From an optimization exercise on the open Yosys and OpenROAD flow, aimed at small area; shortcuts taken in it are not production practice.
No functional check of the RTL was part of any run shown here.
Power and IR drop assume default switching activity.

File: design.v
module uart_top (
    input  wire       CLK100MHZ,
    input  wire       RST,
    input  wire       RX_IN,
    output wire       TX_OUT,
    output wire [7:0] LED
);
    wire clk = CLK100MHZ;
    reg [3:0] bc;
    wire tick = (bc == 4'd11);
    always @(posedge clk or posedge RST)
        if (RST) bc <= 4'd0;
        else     bc <= tick ? 4'd0 : bc + 4'd1;
    reg r1, r2;
    always @(posedge clk or posedge RST)
        if (RST) begin r1 <= 1'b1; r2 <= 1'b1; end
        else     begin r1 <= RX_IN; r2 <= r1; end
    wire fe = ~r1 & r2;
    localparam [3:0] P_IDLE = 4'd2, P_START = 4'd7, P_STOP = 4'd0, P_DONE = 4'd1;
    reg [3:0] p;
    reg [3:0] tc;
    wire ridle  = (p == P_IDLE);
    wire rdone  = (p == P_DONE);
    wire rstart = (p == P_START);
    wire rdata  = p[3];
    wire rstop  = (p == P_STOP);
    wire [2:0] rk = p[2:0];
    wire radv   = tick & (tc == 4'd15);
    always @(posedge clk or posedge RST)
        if (RST) p <= P_IDLE;
        else if (ridle)  p <= fe ? P_START : P_IDLE;
        else if (rdone)  p <= P_IDLE;
        else if (rstart & radv & r2) p <= P_IDLE;
        else if (radv)   p <= p + 4'd1;
    always @(posedge clk)
        if (ridle) tc <= 4'd8;
        else if (tick) tc <= tc + 4'd1;
    localparam [7:0] CMD_CONFIG = 8'hCD, CMD_DISPLAY = 8'hD1;
    reg mc, md;
    always @(posedge clk)
        if (rstart) begin mc <= 1'b1; md <= 1'b1; end
        else if (rdata & radv) begin
            mc <= mc & (r2 == CMD_CONFIG[rk]);
            md <= md & (r2 == CMD_DISPLAY[rk]);
        end
    reg cc, cd;
    wire good = rstop & radv & r2;
    wire bad  = rstop & radv & ~r2;
    always @(posedge clk or posedge RST)
        if (RST) begin cc <= 1'b0; cd <= 1'b0; end
        else if (good) begin cc <= mc; cd <= md; end
    reg [2:0] r;
    always @(posedge clk or posedge RST)
        if (RST) r <= 3'd0;
        else case (r)
            3'd0: if (rdone & cc) r <= 3'd1;
            3'd1, 3'd2, 3'd3: if (rdone) r <= r + 3'd1;
            default: r <= 3'd0;
        endcase
    wire display = (r == 3'd0) & rdone & cd;
    reg [2:0] s;
    localparam [3:0] Q_IDLE = 4'd1, Q_START = 4'd7;
    reg [3:0] q;
    reg [3:0] tc2;
    wire tidle = (q == Q_IDLE);
    wire tdata = q[3];
    wire [2:0] tk = q[2:0];
    wire tadv = tick & (tc2 == 4'd15);
    wire tload = (s == 3'd2) | (s == 3'd4);
    always @(posedge clk or posedge RST)
        if (RST) s <= 3'd0;
        else case (s)
            3'd0: if (display) s <= 3'd1;
            3'd1: s <= 3'd2;
            3'd2: s <= 3'd3;
            3'd3: if (tidle) s <= 3'd4;
            3'd4: s <= 3'd5;
            3'd5: if (tidle) s <= 3'd0;
            default: s <= 3'd0;
        endcase
    always @(posedge clk or posedge RST)
        if (RST) q <= Q_IDLE;
        else if (tload) q <= Q_START;
        else if (!tidle & tadv) q <= q + 4'd1;
    always @(posedge clk)
        if (tload) tc2 <= 4'd0;
        else if (tick) tc2 <= tc2 + 4'd1;
    reg [7:0] A, B;
    reg [5:0] op;
    wire rot = (s == 3'd3) & tdata & tadv;    
    wire shA = rdata & radv & (r == 3'd1);
    wire shB = rdata & radv & (r == 3'd2);
    wire shO = rdata & radv & (r == 3'd3) & (rk < 3'd6);
    always @(posedge clk) begin
        if (bad & (r == 3'd1)) A <= CMD_CONFIG;
        else if (shA | rot) A <= {shA ? r2 : A[0], A[7:1]};
        if (bad & (r == 3'd2)) B <= A;
        else if (shB | rot) B <= {shB ? r2 : B[0], B[7:1]};
    end
    always @(posedge clk or posedge RST)
        if (RST) op <= 6'd0;
        else if (bad & (r == 3'd3)) op <= B[5:0];
        else if (shO) op <= {r2, op[5:1]};
    wire is_add = (op == 6'b100000);
    wire is_sub = (op == 6'b100010);
    wire is_and = (op == 6'b100100);
    wire is_or  = (op == 6'b100101);
    wire is_xor = (op == 6'b100110);
    wire is_nor = (op == 6'b100111);
    wire is_srl = (op == 6'b000010);
    wire is_sra = (op == 6'b000011);
    wire a = A[0], b = B[0], a1 = A[1];
    wire last = (tk == 3'd7);
    reg c, z;
    wire bx = b ^ is_sub;
    wire cn = (is_add | is_sub) & ((a & bx) | (a & c) | (bx & c));
    reg res;
    always @(*) begin
        res = 1'b0;
        if (is_add | is_sub) res = a ^ bx ^ c;
        if (is_and) res = a & b;
        if (is_or)  res = a | b;
        if (is_xor) res = a ^ b;
        if (is_nor) res = ~(a | b);
        if (is_srl) res = last ? 1'b0 : a1;
        if (is_sra) res = last ? a : a1;
    end
    always @(posedge clk) begin
        if (s == 3'd2) begin c <= is_sub; z <= 1'b1; end
        else if (rot) begin
            c <= last ? (c ^ cn) : cn;
            z <= z & ~res;
        end
    end
    wire flag_bit = (tk == 3'd0) ? z : (tk == 3'd1) ? c : 1'b0;
    assign TX_OUT = (q == Q_START) ? 1'b0 : tdata ? (s[1] ? res : flag_bit) : 1'b1;
    assign LED = {1'b1, s, 1'b1, r};
endmodule
File: run.sh
#!/bin/bash
# synth_recipe.tcl (not shown) runs the flow's synth.tcl, then flattens the netlist and writes it again
# the make line also repeats each setting of config.mk as NAME=value (left out here)
make -C /OpenROAD-flow-scripts/flow DESIGN_CONFIG=/design/flow/config.mk WORK_HOME=/design/flow/orfs CLKGATE_MAP_FILE= SYNTH_SCRIPT=/design/flow/synth_recipe.tcl finish
File: config.mk
export PLATFORM = sky130hd
export DESIGN_NAME = uart_top
export DESIGN_NICKNAME = uart_top
export VERILOG_FILES = /design/flow/design.v
export SDC_FILE = /design/flow/constraint.sdc
export NUM_CORES = 4
export LEC_CHECK = 0
export CAP_MARGIN = 20
export CORE_MARGIN = 2
export CORE_UTILIZATION = 40
export SLEW_MARGIN = 20
File: constraint.sdc
create_clock -name core_clock -period 10.0 [get_ports {CLK100MHZ}]
set_input_delay 2.0000 -clock core_clock [delete_from_list [all_inputs] [get_ports {CLK100MHZ}]]
set_output_delay 2.0000 -clock core_clock [all_outputs]
set_load 0.01 [all_outputs]
==> results of run 1 <==
-- flip-flops by register name (all words and copies together), names as in the netlist --
signal  flops
A           8
B           8
op          6
bc          4
p           4
q           4
tc2         4
tc          4
r           3
s           3
c           1
cc          1
cd          1
mc          1
md          1
r1          1
r2          1
z           1
-- stage by stage --
stage,utilization (%),worst slack (ns),power (W),cells,hold slack [ns]
2_1_floorplan,-,6.08,0.000239,309,0.354
3_3_place_gp,42.8,5.49,0.000241,407,0.358
3_5_place_dp,42.8,5.45,0.000241,407,0.359
4_1_cts,43.9,5.08,0.000366,415,0.374
5_1_grt,43.9,4.91,0.000374,415,0.381
6_report,43.9,5.08,0.000358,415,0.372
-- worst min path at each step --
stage	startpoint	depth (start not counted)	slack [ns]	endpoint
2_1_floorplan	r1$_DFF_PP1_	0	0.35	r2$_DFF_PP1_
3_3_place_gp	r1$_DFF_PP1_	0	0.36	r2$_DFF_PP1_
3_5_place_dp	r1$_DFF_PP1_	0	0.36	r2$_DFF_PP1_
4_1_cts	r1$_DFF_PP1_	0	0.37	r2$_DFF_PP1_
5_1_grt	r1$_DFF_PP1_	0	0.38	r2$_DFF_PP1_
6_report	r1$_DFF_PP1_	0	0.37	r2$_DFF_PP1_
-- cells by family after synthesis --
| kind of cell | synth area share [%] |
|---|---|
| AOI/OAI and AO/OA | 13.1 |
| xor gates and xnor gates | 3.39 |
| adders and majority gates | 7.50 |
| buffers and inverters | 4.23 |
| DFF | 43.7 |
| muxes | 8.22 |
| other | 0.121 |
| and+or+nand+nor | 19.7 |
-- layout make-up --
type	instances	area, sq um	area share, %
inverter	15	56.3	1.68
multi-input combinational	224	1620	48.5
sequential	56	1360	40.6
timing repair buffer	10	97.6	2.92
tap	102	128	3.82
clock buffer	6	72.6	2.17
clock inverter	2	11.3	0.337
-- where the power goes --
group | leakage [nW] | internal [W] | switching (W)
Combinational | 0.785 | 0.00000134 | 0.00000346
Clock | 0.0455 | 0.0000494 | 0.0000730
Sequential | 0.585 | 0.000230 | 0.000000674
Total | 1.42 | 0.000281 | 0.0000771
-- placed cells by master (no fill, tap or decap), types with 8 or more instances in the layout --
master,n
a21oi_1,17
clkdlybuf4s50_1,9
dfrtp_1,24
dfxtp_1,19
edfxtp_1,9
ha_1,17
inv_1,15
mux2_4,8
mux2i_1,9
nand2_1,15
nand2b_1,8
nand3_1,21
nand4_1,8
nor2_1,21
o21ai_0,15
-- layer usage --
metal	GRT usage, %	vias to the layer above	wire length (microns)
met5	0	-	0
met4	5.22	0	37
met3	2.55	4	136
met2	24.0	38	2940
met1	20.8	1101	3010
li1	-	1115	-
==> results.cfg, run 1 <==
[outcome]
outcome = no timing/DRC/antenna violations

[critical_path]
cpMaxStageDelayCell = clkdlybuf4s50_1
cp.depth = 10
critPathKind = reg2out
critPathCaptureType = output port
r2r.worst_path.cells = 5
rr_endpoint = B[6]$_DFFE_PP_
critPathTopFamily = buffers and inverters
crit_required_ns = 8.00
cpPeakStageDelay_ns = 0.57
setup.worst_path.start = op[2]$_DFFE_PP0P_
path_common_cell = nor2_1
cp-start-kind = register
worstPathBufferInverterCount = 1
crit_path_end = TX_OUT
regToRegSetupSlack_ns = 7.38
timing.rr.start = bc[0]$_DFF_PP0_
cp_cell_sequence = nand2b_1, nor2_1, nand3_1, xnor2_1, fa_1, nor2_1, o221a_2, o2111ai_1, o221ai_1, clkdlybuf4s50_1
cp.arrival_ns = 2.92
critPathMaxFanout = 6

[synth]
synth_seq_cells = 56
synthTopCellsByArea = dfrtp_1 (19%), dfxtp_1 (12%), edfxtp_1 (8.7%), ha_1 (6.9%), mux2_4 (3.9%)
yosysUniqueCellTypes = 62
yosysWarnings = 1
yosys.area.top_type = dfrtp_1
seq_area_frac_synth_pct = 43.7
netlist_instances = 308
async_reset_ff_share_pct = 50.0
synth_edf_count = 9
avgSynthCellArea_sq_um = 10.1
synth.top_cell.area_share_pct = 19.3
syn-cell-area_sq_um = 3100
ys.flop_type = dfrtp_1
yosys-top-cells-count = dfrtp_1 (24), nand3_1 (21), nor2_1 (21)
synth_most_common_cell = dfrtp_1

[power]
p_leak_nw = 1.42
cellPowerDensity_nw_per_um2 = 107
peakVddDrop_mv = 0.0609

[run]
cap_violations = 0

[global_route]
grt_antenna_before_repair = 0
grt_pass1_wl_microns = 10300
overflow = 0
grt_max_degree = 29
grt_pass1_vias = 2119
grt_usage_pct = 15.1

[cells_and_area]
drive_gt1_share_pct = 9.90
area_growth_pct = 7.66
finalNetCount = 333
antenna_cells = 0
nFillCells = 743
fin_area_sq_um = 3340

[clock_network]
cts_setup_buffers = 0
cts_sinks = 56
cts_tree = yes
cts_made_buffers = 5
cts-root-buf = clkbuf_8
cts_resized = 0
cts_buffer_depth = 2
cts.reportedPaths.clkPinSlew_ns = 0.10
clock_latency_ns = 0.31
cts.htree.levels = 2
holdBufCountCts = 0

[sta]
max_freq_mhz = 203
min_period_over_period_pct = 49.2
rsz0062_at_grt = false
skew_ns = 0.0104
fin_crit_ns = 4.92
maxSlewViolCount = 0
hold_violations = 0
maxSlewHeadroom_pct = 50.7
fin_setup_tns_ns = 0
finalSetupViolations = 0
worst_pin_slew_ns = 0.734

[drt]
totalWireLength_microns = 6130
firstDrtPassIters = 4
viasPerCell = 5.44
drc_errors = 0
dr_total_vias = 2258
antenna_left = 0
drt_iter0_drc = 138
wl_per_cell_microns = 14.8

[floorplan]
io_pins = 12
rows = 32
core_sq_um = 7610
die_w_microns = 92.1
die_h_microns = 92.1
dieArea_sq_um = 8480
start_util_pct = 40.8

[placed_design]
place_hpwl_microns = 4430
io_buffers = 9
gp_congestion = 0.806
placed_area_sq_um = 3260

[hold_path]
hold_class = reg2reg
==> run 2: changes to the inputs <==
--- a/config.mk
+++ b/config.mk
@@ -5,6 +5,7 @@
 export SDC_FILE = /design/flow/constraint.sdc
 export NUM_CORES = 4
 export LEC_CHECK = 0
+export ABC_AREA = 1
 export CAP_MARGIN = 20
 export CORE_MARGIN = 2
 export CORE_UTILIZATION = 40
==> results.cfg, run 2 <==
[global_route]
grt_antenna_before_repair = 0
grt_usage_pct = 15.4
grt_pass1_vias = 2384
grt_max_degree = 29
grt_pass1_wl_microns = 10700
overflow = 0

[floorplan]
core_sq_um = 7650
die_w_microns = 92.4
rows = 32
die_h_microns = 92.4
start_util_pct = 40.8
dieArea_sq_um = 8530
io_pins = 12

[power]
internal_power_w = 0.000281
p_clk_share_pct = 34.1
combPwrFrac_pct = 1.3
power_w = 0.000357
switching_share_pct = 21.3
p_seq_share_pct = 64.7
cellPowerDensity_nw_per_um2 = 106
switchingPower_w = 0.0000760
peakVddDrop_mv = 0.0609
p_leak_nw = 1.55

[cells_and_area]
reg_top3 = A: 8 flops, B: 8 flops, op: 6 flops
layout.area.seq_sq_um = 1360
layout_commonest_cell = nand2_1
fin_area_sq_um = 3360
drive_gt1_share_pct = 8.02
final_cell_mix = nand2_1 (88), inv_1 (50), nand3_1 (47)
nFillCells = 800
area_growth_pct = 7.61
antenna_cells = 0
multi_input_area_sq_um = 1500
finalNetCount = 419

[sta]
hold_violations = 0
maxSlewViolCount = 0
fin_setup_tns_ns = 0
max_freq_mhz = 202
rsz0062_at_grt = false
finalSetupViolations = 0
min_period_over_period_pct = 49.4
fin_crit_ns = 4.94
skew_ns = 0.00870

[synth]
synthAdderAreaFrac_pct = 7.45
yosys-top-cells-count = nand2_1 (88), inv_1 (50), nand3_1 (47)
yosysWarnings = 1
async_reset_ff_share_pct = 50.0
synth_seq_cells = 56
yosys.area.top_type = dfrtp_1
syn-cell-area_sq_um = 3120
synth_compound_area_share_pct = 8.65
synth_xor_area_share_pct = 1.40
synthTopCellsByArea = dfrtp_1 (19%), dfxtp_1 (12%), nand2_1 (11%), edfxtp_1 (8.7%), nand3_1 (7.5%)
yosysUniqueCellTypes = 35
seq_area_frac_synth_pct = 43.4
synth.top_cell.area_share_pct = 19.2
synth.area.mux_share_pct = 0
synth_most_common_cell = nand2_1
synth_top_family_by_area = simple AND/OR/NAND/NOR gates
synth_edf_count = 9
netlist_instances = 388
ys.flop_type = dfrtp_1
avgSynthCellArea_sq_um = 8.05
synthSimpleGateAreaFrac_pct = 30.2

[critical_path]
crit_required_ns = 8.00
cp-start-kind = register
cp.arrival_ns = 2.94
critPathCaptureType = output port
critPathMaxFanout = 3
critPathKind = reg2out

[clock_network]
cts_buffer_depth = 2
cts_sinks = 56
cts_resized = 0
cts-root-buf = clkbuf_8
cts.htree.levels = 2
cts_tree = yes
clock_latency_ns = 0.31
cts.reportedPaths.clkPinSlew_ns = 0.10
cts_made_buffers = 5
cts_setup_buffers = 0
holdBufCountCts = 0

[drt]
drc_errors = 0
antenna_left = 0
viasPerCell = 4.97
totalWireLength_microns = 5980
firstDrtPassIters = 4
drt_iter0_drc = 146
wl_per_cell_microns = 11.9
dr_total_vias = 2490

[placed_design]
placed_area_sq_um = 3280
gp_congestion = 0.819
place_hpwl_microns = 4520
io_buffers = 9

[outcome]
outcome = no timing/DRC/antenna violations

[hold_path]
hold_class = reg2reg

[run]
cap_violations = 0
## run 2: cell count changes after synthesis, moves of 9 or more
cell / change
nand2_1: +73
inv_1: +35
nand3_1: +26
nor2_1: +13
o21ai_0: +11
mux2i_1: -9
## run 2: cells by family (layout without fill, tap and decap cells)
group / after synthesis / after routing
AO/OA/AOI/OAI: 48 / 48
XOR/XNOR: 5 / 5
adder cells (fa/ha/maj): 18 / 18
buffers and inverters: 61 / 71
flip-flops: 56 / 56
other: 1 / 2
AND/OR/NAND/NOR: 199 / 199
## run 2: routing by layer
layer / global-route usage [%] / wire length [microns]
met5: 0 / 0
met4: 5.72 / 85
met3: 2.44 / 158
met2: 25.2 / 2740
met1: 20.6 / 2990
## run 2: per-stage QoR
stage | hold slack (ns) | util (%) | std cells | worst slack (ns)
after floorplan | 0.354 | - | 389 | 6.06
after global placement | 0.363 | 42.9 | 493 | 5.41
after detailed placement | 0.358 | 42.9 | 493 | 5.40
after CTS | 0.368 | 43.9 | 501 | 5.02
after global routing | 0.375 | 43.9 | 501 | 4.76
final | 0.370 | 43.9 | 501 | 5.06
## run 2: critical path, stage by stage, from the launching register on
cell	delay, ns
dfrtp_1	0.41
nor2_1	0.16
nand4_1	0.15
nor2_1	0.18
xor2_1	0.19
fa_1	0.43
nor2_1	0.10
nor2_1	0.05
nor2_1	0.14
nand4_1	0.11
a21oi_1	0.15
clkdlybuf4s50_1	0.56
## run 2: worst paths after layout
| kind | startpoint | to | slack [ns] | depth (start not counted) |
|---|---|---|---|---|
| hold / removal | r1$_DFF_PP1_ | r2$_DFF_PP1_ | 0.37 | 0 |
| setup reg to reg | bc[0]$_DFF_PP0_ | B[1]$_DFFE_PP_ | 7.78 | 7 |
| max in group asynchronous | RST | r1$_DFF_PP1_ | 7.62 | 3 |
| setup / recovery | op[3]$_DFFE_PP0P_ | TX_OUT | 5.06 | 11 |
| min in group asynchronous | RST | bc[3]$_DFF_PP0_ | 2.05 | 3 |
| hold reg to reg | r1$_DFF_PP1_ | r2$_DFF_PP1_ | 0.37 | 0 |
## run 2: power groups by stage
stage | registers [W] | clock network, W | logic (W)
6_report | 0.000231 | 0.000122 | 0.00000455
3_5_place_dp | 0.000236 | 0 | 0.00000482
2_1_floorplan | 0.000235 | 0 | 0.00000367
5_1_grt | 0.000231 | 0.000136 | 0.00000537
3_3_place_gp | 0.000236 | 0 | 0.00000471
4_1_cts | 0.000231 | 0.000127 | 0.00000482
## run 2: cell type report
type	count	share of cell area, %
Inverter	53	5.92
Sequential cell	56	40.4
Clock buffer	7	2.27
Tap cell	102	3.80
Timing Repair Buffer	10	2.90
Multi-Input combinational cell	272	44.6
Clock inverter	1	0.149
==> run 3: changes to the inputs <==
--- a/config.mk
+++ b/config.mk
@@ -9,4 +9,7 @@
 export CAP_MARGIN = 20
 export CORE_MARGIN = 2
 export CORE_UTILIZATION = 40
+export CTS_BUF_LIST = sky130_fd_sc_hd__clkbuf_8
+export CTS_CLUSTER_DIAMETER = 500
+export CTS_CLUSTER_SIZE = 100
 export SLEW_MARGIN = 20
==> results.cfg, run 3 <==
[sta]
fin_setup_tns_ns = 0
maxSlewViolCount = 0
min_period_over_period_pct = 49.4
fin_crit_ns = 4.94
hold_violations = 0
max_freq_mhz = 202
skew_ns = 0.00894
finalSetupViolations = 0
hold_slack_ns = 0.370
rsz0062_at_grt = false
layout_setup_ws_ns = 5.06

[synth]
ys.flop_type = dfrtp_1
async_reset_ff_share_pct = 50.0
avgSynthCellArea_sq_um = 8.05
synth_edf_count = 9
synthTopCellsByArea = dfrtp_1 (19%), dfxtp_1 (12%), nand2_1 (11%), edfxtp_1 (8.7%), nand3_1 (7.5%)
netlist_instances = 388
yosys.area.top_type = dfrtp_1
synth_seq_cells = 56
yosys-top-cells-count = nand2_1 (88), inv_1 (50), nand3_1 (47)
synth_most_common_cell = nand2_1
syn-cell-area_sq_um = 3120
seq_area_frac_synth_pct = 43.4
yosysWarnings = 1
yosysUniqueCellTypes = 35
synth.top_cell.area_share_pct = 19.2

[global_route]
grt_pass1_wl_microns = 10700
grt_max_degree = 29
overflow = 0
grt_pass1_vias = 2384
grt_usage_pct = 15.4
grt_antenna_before_repair = 0

[power]
internal_power_w = 0.000279
cellPowerDensity_nw_per_um2 = 106
combPwrFrac_pct = 1.3
p_clk_share_pct = 33.6
switchingPower_w = 0.0000757
p_seq_share_pct = 65.1
peakVddDrop_mv = 0.0593
switching_share_pct = 21.4
p_leak_nw = 1.56

[clock_network]
holdBufCountCts = 0
cts_tree = yes
cts.htree.levels = 2
cts_buffer_depth = 2
clock_latency_ns = 0.31
cts_setup_buffers = 0
cts_resized = 0
cts_made_buffers = 5
cts_sinks = 56
cts.reportedPaths.clkPinSlew_ns = 0.10
cts-root-buf = clkbuf_8

[placed_design]
dpl_worst_slack_ns = 5.40
placed_area_sq_um = 3280
io_buffers = 9
gp_congestion = 0.819
place_hpwl_microns = 4520

[floorplan]
die_w_microns = 92.4
rows = 32
die_h_microns = 92.4
core_sq_um = 7650
io_pins = 12
start_util_pct = 40.8
dieArea_sq_um = 8530

[drt]
wl_per_cell_microns = 11.9
viasPerCell = 4.96
drt_iter0_drc = 142
drc_errors = 0
antenna_left = 0
totalWireLength_microns = 5980
firstDrtPassIters = 4
dr_total_vias = 2487

[cells_and_area]
multi_input_area_sq_um = 1500
area_growth_pct = 7.61
layout_commonest_cell = nand2_1
final_cell_mix = nand2_1 (88), inv_1 (52), nand3_1 (47)
drive_gt1_share_pct = 8.02
layout.area.seq_sq_um = 1360
nFillCells = 800
antenna_cells = 0
reg_top3 = A: 8 flops, B: 8 flops, op: 6 flops
finalNetCount = 419
fin_area_sq_um = 3360

[critical_path]
cp.arrival_ns = 2.94
critPathKind = reg2out
critPathCaptureType = output port
critPathMaxFanout = 3
cp-start-kind = register
crit_required_ns = 8.00

[run]
cap_violations = 0

[hold_path]
hold_class = reg2reg

[outcome]
outcome = no timing/DRC/antenna violations
==> run 3: cell counts after synthesis <==
Identical to the previous run, type by type.
==> run 3: path summary, 6_finish.rpt <==
kind | cells after the start | from | endpoint | slack (ns)
max | 11 | op[3]$_DFFE_PP0P_ | TX_OUT | 5.06
min | 0 | r1$_DFF_PP1_ | r2$_DFF_PP1_ | 0.37
max reg2reg | 7 | bc[0]$_DFF_PP0_ | B[1]$_DFFE_PP_ | 7.79
min reg2reg | 0 | r1$_DFF_PP1_ | r2$_DFF_PP1_ | 0.37
max in group asynchronous | 3 | RST | r1$_DFF_PP1_ | 7.62
min in group asynchronous | 3 | RST | bc[3]$_DFF_PP0_ | 2.05
==> run 3: area by class of cell <==
type                    instances  area share (%)
clock buffers                   5            2.05
clock inverters                 3           0.372
inverters                      53            5.92
multi-input cells             272            44.6
flip-flops and latches         56            40.4
well taps                     102            3.80
repair buffers                 10            2.90
==> run 3: through the flow <==
step	util [%]	cells	power, W
after floorplan	-	389	0.000239
after global routing	43.9	501	0.000371
after detailed placement	42.9	493	0.000240
final	43.9	501	0.000355
after global placement	42.9	493	0.000240
after CTS	43.9	501	0.000361
==> run 3: critical path, stage by stage (launching register included) <==
cell	delay [ns]
dfrtp_1	0.41
nor2_1	0.16
nand4_1	0.15
nor2_1	0.18
xor2_1	0.19
fa_1	0.43
nor2_1	0.10
nor2_1	0.05
nor2_1	0.14
nand4_1	0.11
a21oi_1	0.15
clkdlybuf4s50_1	0.56
==> run 3: power by group through the flow <==
stage | clock (W) | combinational [W] | sequential, W
after floorplan | 0 | 0.00000367 | 0.000235
after global placement | 0 | 0.00000471 | 0.000236
after detailed placement | 0 | 0.00000482 | 0.000236
after CTS | 0.000125 | 0.00000482 | 0.000231
after global routing | 0.000134 | 0.00000537 | 0.000231
final | 0.000119 | 0.00000454 | 0.000231
==> run 3: cell families (layout without fill, tap and decap cells) <==
kind of cell,Yosys count,count (layout),synth area share [%]
XOR/XNOR,5,5,1.40
AND/OR/NAND/NOR,199,199,30.2
buffers and inverters,61,71,8.69
AO/OA/AOI/OAI,48,48,8.65
other,1,2,0.120
adder cells (fa/ha/maj),18,18,7.45
flip-flops,56,56,43.4
==> run 3: metal layers <==
metal | wire, microns | GRT usage [%] | part of all wire (%) | vias to the layer above
met5 | 0 | 0 | 0 | -
met4 | 71 | 5.72 | 1.2 | 0
met3 | 177 | 2.44 | 3.0 | 5
met2 | 2750 | 25.2 | 46 | 40
met1 | 2980 | 20.6 | 50 | 1166
li1 | - | - | - | 1276

-- what the ideal ports hide --
The results above use ideal ports. As a check the final layouts listed here were re-extracted and re-timed, cells and wires unchanged. Step 1 assumes that a clkbuf_16 drives the clock port and a buf_2 every other input. Step 2 times the ports against the registers' clock, not the clock port: input delays grow and output delays shrink by t, the midpoint of the rising clock arrivals with the driver on. Three values: ideal, step 1, step 2; two values: the first two.
run	t (ns)	setup WS [ns]	worst hold slack (ns)	slew at the worst register clock pin (ns)
run 1	0.330	5.080 / 5.052 / 5.381	0.372 / 0.372 / 0.372	0.10 / 0.10
run 2	0.335	5.060 / 5.028 / 5.363	0.370 / 0.370 / 0.370	0.10 / 0.10
run 3	0.333	5.062 / 5.030 / 5.363	0.370 / 0.370 / 0.370	0.10 / 0.10
After both steps setup and hold are still met in every run listed.
